What follows belongs to an exercise in optimizing a design on an open flow for small area and a short achievable clock period; a production flow would make more cautious choices. At most, simulation tests tie the RTL to the original design; equivalence was not proved. No activity file was given, so power comes from the tool's default toggle rates.

==> flow/design.v <==
module aish_merge #(
	parameter NB = 16
) (
	input  [8*NB-1:0] a,
	input  [8*NB-1:0] b,
	input  [8*NB-1:0] c,
	input  [NB-1:0]   sa,
	input  [NB-1:0]   sb,
	input  [NB-1:0]   sc,
	output [8*NB-1:0] y
);
	genvar j;
	generate
		for (j = 0; j < NB; j = j + 1) begin : g_byte
			assign y[8*j +: 8] = ~((a[8*j +: 8] & {8{sa[j]}}) |
			                       (b[8*j +: 8] & {8{sb[j]}}) |
			                       (c[8*j +: 8] & {8{sc[j]}}));
		end
	endgenerate
endmodule
module aish_rot #(
	parameter NB  = 16,
	parameter SH  = 1,
	parameter INV = 1
) (
	input  [8*NB-1:0] a,
	input             s,
	output [8*NB-1:0] y
);
	wire [8*NB-1:0] r = {a[8*SH-1:0], a[8*NB-1:8*SH]};
	wire [8*NB-1:0] m = s ? r : a;
	assign y = INV ? ~m : m;
endmodule
module aish_thermo16 (
	input  [15:0] x,
	output [15:0] t
);
	function [3:0] sort4;
		input [3:0] v;
		begin
			sort4[0] = |v;
			sort4[1] = (v[0] & v[1]) | (v[0] & v[2]) | (v[0] & v[3]) |
			           (v[1] & v[2]) | (v[1] & v[3]) | (v[2] & v[3]);
			sort4[2] = (v[0] & v[1] & v[2]) | (v[0] & v[1] & v[3]) |
			           (v[0] & v[2] & v[3]) | (v[1] & v[2] & v[3]);
			sort4[3] = &v;
		end
	endfunction
	function [7:0] add44;
		input [3:0] a;
		input [3:0] b;
		integer m, i;
		reg [4:0] ae, be;
		begin
			ae = {a, 1'b1};
			be = {b, 1'b1};
			for (m = 1; m <= 8; m = m + 1) begin
				add44[m-1] = 1'b0;
				for (i = 0; i <= 4; i = i + 1)
					if (m - i >= 0 && m - i <= 4 && i <= 4)
						add44[m-1] = add44[m-1] | (ae[i] & be[m-i]);
			end
		end
	endfunction
	function [15:0] add88;
		input [7:0] a;
		input [7:0] b;
		integer m, i;
		reg [8:0] ae, be;
		begin
			ae = {a, 1'b1};
			be = {b, 1'b1};
			for (m = 1; m <= 16; m = m + 1) begin
				add88[m-1] = 1'b0;
				for (i = 0; i <= 8; i = i + 1)
					if (m - i >= 0 && m - i <= 8)
						add88[m-1] = add88[m-1] | (ae[i] & be[m-i]);
			end
		end
	endfunction
	wire [3:0] n0 = sort4(x[3:0]);
	wire [3:0] n1 = sort4(x[7:4]);
	wire [3:0] n2 = sort4(x[11:8]);
	wire [3:0] n3 = sort4(x[15:12]);
	assign t = add88(add44(n0, n1), add44(n2, n3));
endmodule
module axi_stream_insert_header #(
	parameter DATA_WD = 128,
	parameter DATA_BYTE_WD = DATA_WD / 8
) (
	input                           clk,
	input                           rst_n,
	input                           valid_in,
	input      [DATA_WD-1 : 0]      data_in,
	input      [DATA_BYTE_WD-1 : 0] keep_in,
	input                           last_in,
	output reg                      ready_in,
	input                           valid_insert,
	input      [DATA_WD-1 : 0]      header_insert,
	input      [DATA_BYTE_WD-1 : 0] keep_insert,
	output reg                      ready_insert,
	output                          valid_out,
	output     [DATA_WD-1 : 0]      data_out,
	output     [DATA_BYTE_WD-1 : 0] keep_out,
	output                          last_out,
	input                           ready_out
);
	localparam NB = DATA_BYTE_WD;
	reg               rdy_prev;    
	reg               rdy_prev2;   
	reg [DATA_WD-1:0] data_d;      
	reg [DATA_WD-1:0] merged;      
	reg [4:0]         hdr_cnt;     
	reg [4:0]         keep_cnt;    
	reg [2:0]         rot;         
	wire [1:0] in_c2 [0:7];
	wire [2:0] in_c4 [0:3];
	wire [3:0] in_c8 [0:1];
	genvar g;
	generate
		for (g = 0; g < 8; g = g + 1) begin : g_c2
			assign in_c2[g] = keep_in[2*g] + keep_in[2*g+1];
		end
		for (g = 0; g < 4; g = g + 1) begin : g_c4
			assign in_c4[g] = in_c2[2*g] + in_c2[2*g+1];
		end
		for (g = 0; g < 2; g = g + 1) begin : g_c8
			assign in_c8[g] = in_c4[2*g] + in_c4[2*g+1];
		end
	endgenerate
	wire [4:0] in_cnt = in_c8[0] + in_c8[1];
	wire start = ready_out & valid_insert & valid_in;
	wire up    = ready_in & ~rdy_prev;
	wire [4:0] shift;
	wire [15:0] ins_t;
	aish_thermo16 u_ins_t (.x(keep_insert), .t(ins_t));
	wire [4:0] ins_cnt;
	assign ins_cnt[4] = ins_t[15];
	assign ins_cnt[3] = ins_t[7] & ~ins_t[15];
	assign ins_cnt[2] = (ins_t[3] & ~ins_t[7]) | (ins_t[11] & ~ins_t[15]);
	assign ins_cnt[1] = (ins_t[1] & ~ins_t[3]) | (ins_t[5] & ~ins_t[7]) |
	                    (ins_t[9] & ~ins_t[11]) | (ins_t[13] & ~ins_t[15]);
	assign ins_cnt[0] = (ins_t[0] & ~ins_t[1]) | (ins_t[2] & ~ins_t[3]) |
	                    (ins_t[4] & ~ins_t[5]) | (ins_t[6] & ~ins_t[7]) |
	                    (ins_t[8] & ~ins_t[9]) | (ins_t[10] & ~ins_t[11]) |
	                    (ins_t[12] & ~ins_t[13]) | (ins_t[14] & ~ins_t[15]);
	assign shift = up ? ins_cnt : hdr_cnt;
	reg [NB-1:0] low, sel_in, sel_hdr, sel_prev;
	integer j;
	always @(*) begin
		for (j = 0; j < NB; j = j + 1) begin
			low[j]      = up ? ins_t[j] : (hdr_cnt > j);
			sel_in[j]   = ~low[j];
			sel_hdr[j]  = low[j] & up;
			sel_prev[j] = low[j] & ~up;
		end
	end
	wire [DATA_WD-1:0] merged_n_d, merged_d;
	aish_merge #(.NB(NB)) u_merge (
		.a(data_in), .b(header_insert), .c(data_d),
		.sa(sel_in), .sb(sel_hdr), .sc(sel_prev), .y(merged_n_d));
	aish_rot #(.NB(NB), .SH(8), .INV(1)) u_rot3 (.a(merged_n_d), .s(shift[3]), .y(merged_d));
	wire [DATA_WD-1:0] r0, r1;
	aish_rot #(.NB(NB), .SH(1), .INV(1)) u_rot0 (.a(merged), .s(rot[0]), .y(r0));
	aish_rot #(.NB(NB), .SH(2), .INV(1)) u_rot1 (.a(r0),     .s(rot[1]), .y(r1));
	aish_rot #(.NB(NB), .SH(4), .INV(0)) u_rot2 (.a(r1),     .s(rot[2]), .y(data_out));
	wire [5:0] end_cnt = hdr_cnt + keep_cnt;
	reg [NB-1:0] last_keep;
	integer k;
	always @(*) begin
		for (k = 0; k < NB; k = k + 1)
			last_keep[k] = (end_cnt >= 2 * NB - k);
	end
	assign valid_out = rdy_prev | rdy_prev2;
	assign last_out  = rdy_prev2 & ~rdy_prev;
	assign keep_out  = rdy_prev ? {NB{1'b1}} : last_keep;
	always @(posedge clk or negedge rst_n) begin
		if (~rst_n) begin
			ready_in     <= 1'b0;
			ready_insert <= 1'b0;
			rdy_prev     <= 1'b0;
			rdy_prev2    <= 1'b0;
		end else begin
			if (last_in)
				ready_in <= 1'b0;
			else if (start)
				ready_in <= 1'b1;
			if (ready_in)
				ready_insert <= 1'b0;
			else if (start)
				ready_insert <= 1'b1;
			rdy_prev  <= ready_in;
			rdy_prev2 <= rdy_prev;
		end
	end
	always @(posedge clk) begin
		data_d   <= data_in;
		merged   <= merged_d;
		rot      <= shift[2:0];
		if (up)
			hdr_cnt <= ins_cnt;
		if (ready_in)
			keep_cnt <= in_cnt;
	end
endmodule
clock: 30.0 ns
lec_check: 0
cap_margin: 20
core_margin: 2
core_utilization: 30
slew_margin: 20
synth_hierarchical: 1
standard.sh (not shown) runs the stock make flow with config.mk's settings and CLKGATE_MAP_FILE= SYNTH_SCRIPT=/design/flow/synth_recipe.tcl, a recipe that flattens the netlist after the stock synthesis.
==> flow/flow/run.sh <==
#!/bin/bash
# Standard layout, with plain buf_1 cells as the port buffers and timing repair aiming well below the period.
set -euo pipefail
bash standard.sh 'BUFFER_PORTS_ARGS=-buffer_cell sky130_fd_sc_hd__buf_1' SETUP_SLACK_MARGIN=21 finish > make.log 2>&1
Edit:
--- a/flow/design.v
+++ b/flow/design.v
@@ -112,24 +112,8 @@
 	reg [DATA_WD-1:0] merged;      
 	reg [4:0]         hdr_cnt;     
 	reg [4:0]         keep_cnt;    
 	reg [2:0]         rot;         
-	wire [1:0] in_c2 [0:7];
-	wire [2:0] in_c4 [0:3];
-	wire [3:0] in_c8 [0:1];
-	genvar g;
-	generate
-		for (g = 0; g < 8; g = g + 1) begin : g_c2
-			assign in_c2[g] = keep_in[2*g] + keep_in[2*g+1];
-		end
-		for (g = 0; g < 4; g = g + 1) begin : g_c4
-			assign in_c4[g] = in_c2[2*g] + in_c2[2*g+1];
-		end
-		for (g = 0; g < 2; g = g + 1) begin : g_c8
-			assign in_c8[g] = in_c4[2*g] + in_c4[2*g+1];
-		end
-	endgenerate
-	wire [4:0] in_cnt = in_c8[0] + in_c8[1];
 	wire start = ready_out & valid_insert & valid_in;
 	wire up    = ready_in & ~rdy_prev;
 	wire [4:0] shift;
 	wire [15:0] ins_t;
@@ -199,7 +183,7 @@
 		rot      <= shift[2:0];
 		if (up)
 			hdr_cnt <= ins_cnt;
 		if (ready_in)
-			keep_cnt <= in_cnt;
+			keep_cnt <= $countones(keep_in);
 	end
 endmodule
Effect:
- global-route usage increases by 0.45 points
- sequential power is lower by about 3%
- via count came out higher by 1.4%
- die area is about the same
- core utilization rose by 0.64 points
Only the layout flow was run in the second run of this note; the RTL was not checked for function there.

Starts from the design.v that is shown in full above.
clock: 30.0 ns
lec_check: 0
cap_margin: 20
core_margin: 2
core_utilization: 30
cts_cluster_diameter: 90
cts_cluster_size: 24
slew_margin: 20
synth_hierarchical: 1
Scripts as last shown in full above: flow/flow/run.sh
Change:
--- a/flow/design.v
+++ b/flow/design.v
@@ -20,16 +20,17 @@
 endmodule
 module aish_rot #(
 	parameter NB  = 16,
 	parameter SH  = 1,
-	parameter INV = 1
+	parameter INV = 1,
+	parameter SN  = 0
 ) (
 	input  [8*NB-1:0] a,
 	input             s,
 	output [8*NB-1:0] y
 );
 	wire [8*NB-1:0] r = {a[8*SH-1:0], a[8*NB-1:8*SH]};
-	wire [8*NB-1:0] m = s ? r : a;
+	wire [8*NB-1:0] m = (SN ? ~s : s) ? r : a;
 	assign y = INV ? ~m : m;
 endmodule
 module aish_thermo16 (
 	input  [15:0] x,
@@ -111,9 +112,10 @@
 	reg [DATA_WD-1:0] data_d;      
 	reg [DATA_WD-1:0] merged;      
 	reg [4:0]         hdr_cnt;     
 	reg [4:0]         keep_cnt;    
-	reg [2:0]         rot;         
+	reg [5:0]         end_cnt;     
+	reg [2:0]         rot_n;       
 	wire [1:0] in_c2 [0:7];
 	wire [2:0] in_c4 [0:3];
 	wire [3:0] in_c8 [0:1];
 	genvar g;
@@ -160,12 +162,11 @@
 		.a(data_in), .b(header_insert), .c(data_d),
 		.sa(sel_in), .sb(sel_hdr), .sc(sel_prev), .y(merged_n_d));
 	aish_rot #(.NB(NB), .SH(8), .INV(1)) u_rot3 (.a(merged_n_d), .s(shift[3]), .y(merged_d));
 	wire [DATA_WD-1:0] r0, r1;
-	aish_rot #(.NB(NB), .SH(1), .INV(1)) u_rot0 (.a(merged), .s(rot[0]), .y(r0));
-	aish_rot #(.NB(NB), .SH(2), .INV(1)) u_rot1 (.a(r0),     .s(rot[1]), .y(r1));
-	aish_rot #(.NB(NB), .SH(4), .INV(0)) u_rot2 (.a(r1),     .s(rot[2]), .y(data_out));
-	wire [5:0] end_cnt = hdr_cnt + keep_cnt;
+	aish_rot #(.NB(NB), .SH(1), .INV(1), .SN(1)) u_rot0 (.a(merged), .s(rot_n[0]), .y(r0));
+	aish_rot #(.NB(NB), .SH(2), .INV(1), .SN(1)) u_rot1 (.a(r0),     .s(rot_n[1]), .y(r1));
+	aish_rot #(.NB(NB), .SH(4), .INV(0), .SN(1)) u_rot2 (.a(r1),     .s(rot_n[2]), .y(data_out));
 	reg [NB-1:0] last_keep;
 	integer k;
 	always @(*) begin
 		for (k = 0; k < NB; k = k + 1)
@@ -195,11 +196,11 @@
 	end
 	always @(posedge clk) begin
 		data_d   <= data_in;
 		merged   <= merged_d;
-		rot      <= shift[2:0];
+		rot_n    <= ~shift[2:0];
 		if (up)
 			hdr_cnt <= ins_cnt;
-		if (ready_in)
-			keep_cnt <= in_cnt;
-	end
-endmodule
+		keep_cnt <= in_cnt;
+		end_cnt  <= hdr_cnt + keep_cnt;
+	end
+endmodule
=>
- fmax shrinks by 0.40%
- first-iteration DRC count goes up by 1.8%
- clock skew drops by 0.0030 ns
- count of clock-buffer cells in the layout grows by 1
- synthesized area went up by 1.2%
The RTL of the second run of this note was laid out without a check of its function.

## what the ideal ports hide
No port has a modelled driver above. Below, the same layouts with a new extraction and two added sets of constraints. Step 1, drivers: a clkbuf_16 drives clk and a buf_2 each remaining input, both assumed. Step 2 also shifts input and output timing later by t, the mid clock arrival at the registers, as if the neighbouring blocks saw the same clock. Slacks: no drivers / after step 1 / after step 2; pairs: no drivers / after step 1.
| run | shift t [ns] | setup WS [ns] | worst hold slack (ns) | worst setup path at the end | worst register clock-pin slew, ns |
|---|---|---|---|---|---|
| the first run of note 1 | 0.587 | 21.119 / 21.065 / 20.607 | 0.506 / 0.506 / 0.506 | input to register | 0.06 / 0.06 |
| the second run of note 1 | 0.585 | 21.078 / 21.052 / 20.521 | 0.502 / 0.502 / 0.502 | input to register | 0.06 / 0.06 |
| the first run of note 2 | 0.575 | 21.117 / 21.060 / 20.635 | 0.497 / 0.497 / 0.497 | input to register | 0.10 / 0.10 |
| the second run of note 2 | 0.595 | 21.081 / 21.057 / 20.510 | 0.455 / 0.455 / 0.455 | input to register | 0.10 / 0.10 |
After both steps setup and hold are still met in every run listed. The setup slack of the second run of note 2, which loses most, moves by -0.024 ns with the drivers and by -0.571 ns with both steps.
